Source: an optimization exercise on an open RTL-to-GDS flow (aim: small area and a short achievable clock period). Production flows keep margins and buffers that such runs may drop. The RTL was checked by simulation tests, not by an equivalence proof against the original design. Power and IR drop assume default switching activity.

// custom_isa_extensions
module custom_isa_extensions (
    input wire clk,
    input wire resetn,
    input wire is_custom_instruction,
    input wire is_vconv_instruction,
    input wire is_relu_instruction,
    input wire is_madd_instruction,
    input wire is_gemm_instruction,
    input wire [31:0] rs1_data,
    input wire [31:0] rs2_data,
    input wire [31:0] rs3_data,
    input wire instruction_valid,
    output reg instruction_ready,
    output wire [31:0] result_data,
    input wire [31:0] mem_addr,
    input wire [31:0] mem_wdata,
    output reg [31:0] mem_rdata,
    input wire [3:0] mem_wstrb,
    input wire mem_valid,
    output wire mem_ready,
    input wire mem_we
);
For scale: roughly 2500 cells after synthesis, roughly 600 flip-flops.
==> flow/config.mk <==
export PLATFORM = sky130hd
export DESIGN_NAME = custom_isa_extensions
export DESIGN_NICKNAME = custom_isa_extensions
export VERILOG_FILES = /design/flow/design.v
export SDC_FILE = /design/flow/constraint.sdc
export NUM_CORES = 4
export LEC_CHECK = 0
export CAP_MARGIN = 20
export CORE_MARGIN = 2
export CORE_UTILIZATION = 65
export CTS_CLUSTER_DIAMETER = 80
export CTS_CLUSTER_SIZE = 26
export SETUP_SLACK_MARGIN = 5
export SLEW_MARGIN = 20
export TNS_END_PERCENT = 100
==> flow/constraint.sdc <==
create_clock -name core_clock -period 9.0 [get_ports {clk}]
set_input_delay 1.8000 -clock core_clock [delete_from_list [all_inputs] [get_ports {clk}]]
set_output_delay 1.8000 -clock core_clock [all_outputs]
set_load 0.01 [all_outputs]
standard.sh (not shown) runs the stock make flow with config.mk's settings and CLKGATE_MAP_FILE= SYNTH_SCRIPT=/design/flow/synth_recipe.tcl, a recipe that flattens the netlist after the stock synthesis.
==> flow/flow/run.sh <==
#!/bin/bash
# Standard layout, with a larger setup repair margin (the SDC and its period are
# unchanged) and regular buffers instead of delay buffers on the ports.
set -euo pipefail
MARGIN=$(cat flow/margin.txt)
bash standard.sh "SETUP_SLACK_MARGIN=$MARGIN" \
  "BUFFER_PORTS_ARGS=-buffer_cell sky130_fd_sc_hd__buf_2" finish > standard_flow.log 2>&1
==> flow/flow/margin.txt <==
5.7
Rerun with:
==> flow/run.sh (new file) <==
#!/bin/bash
# synth_recipe.tcl (not shown) runs the flow's synth.tcl, then flattens the netlist and writes it again
# the make line also repeats each setting of config.mk as NAME=value (left out here)
make -C /OpenROAD-flow-scripts/flow DESIGN_CONFIG=/design/flow/config.mk WORK_HOME=/design/flow/orfs CLKGATE_MAP_FILE= SYNTH_SCRIPT=/design/flow/synth_recipe.tcl finish
removed: flow/flow/run.sh
removed: flow/flow/margin.txt
removed: flow/standard.sh
=>
- via count is higher by 1.9%
- setup slack loses 590 ps
- synthesized area is unchanged
- power rises by 2.2%
- final cell count goes down by 0.56%
- cell area rose by 0.36%
- wire length came out higher by 6.6%
- flip-flop and latch count does not change
- fmax drops by 15%
- register-to-register slack is worse by 500 ps
Rerun with:
==> flow/flow/run.sh (new file) <==
#!/bin/bash
# Standard layout, with a larger setup repair margin (the SDC and its period are
# unchanged) and regular buffers instead of delay buffers on the ports.
set -euo pipefail
MARGIN=$(cat flow/margin.txt)
bash standard.sh "SETUP_SLACK_MARGIN=$MARGIN" \
  "BUFFER_PORTS_ARGS=-buffer_cell sky130_fd_sc_hd__buf_2" finish > standard_flow.log 2>&1
==> flow/flow/margin.txt (new file) <==
5.8
==> flow/standard.sh (new file) <==
#!/bin/bash
# synth_recipe.tcl (not shown) runs the flow's synth.tcl, then flattens the netlist and writes it again
# the make line also repeats each setting of config.mk as NAME=value (left out here)
make -C /OpenROAD-flow-scripts/flow DESIGN_CONFIG=/design/flow/config.mk WORK_HOME=/design/flow/orfs CLKGATE_MAP_FILE= SYNTH_SCRIPT=/design/flow/synth_recipe.tcl "${@:-finish}"
removed: flow/run.sh
Die area is unchanged.
Wire length came out lower by about 4.3%.
Setup slack gains 600 ps.
Total power drops by about 3%.
Design area climbs by about 1.1%.
Critical path depth came out higher by 9.
Worst hold slack barely changes.
Clock-buffer cell count goes down by 1.
Sequential power stays flat.
Combinational power came out lower by about 2.7%.
Via count decreases by 1.0%.

what the ideal ports hide:
The results above use ideal ports. As a check the final layouts listed here were re-extracted and re-timed, cells and wires unchanged. Step 1: set_driving_cell puts a clkbuf_16 on clk and a buf_2 on each other input, an assumption about the parent block. Step 2 times the ports against the registers' clock, not the clock port: input delays grow and output delays shrink by t, the midpoint of the rising clock arrivals with the driver on. a / b / c = ideal ports / drivers / drivers and shift; a / b = the first two.
run	t, ns	setup WS [ns]	clock arrival spread, ns	worst register clock-pin slew, ns
the first run	0.689	5.607 / 5.551 / 5.007	0.048 / 0.048	0.10 / 0.10
the second run	0.690	5.018 / 4.957 / 4.512	0.036 / 0.036	0.11 / 0.11
the third run	0.676	5.623 / 5.623 / 5.112	0.042 / 0.042	0.11 / 0.11
After both steps setup and hold are still met in every run listed. For the first run, which loses most, drivers alone change the setup slack by -0.056 ns; drivers and shift together by -0.600 ns.
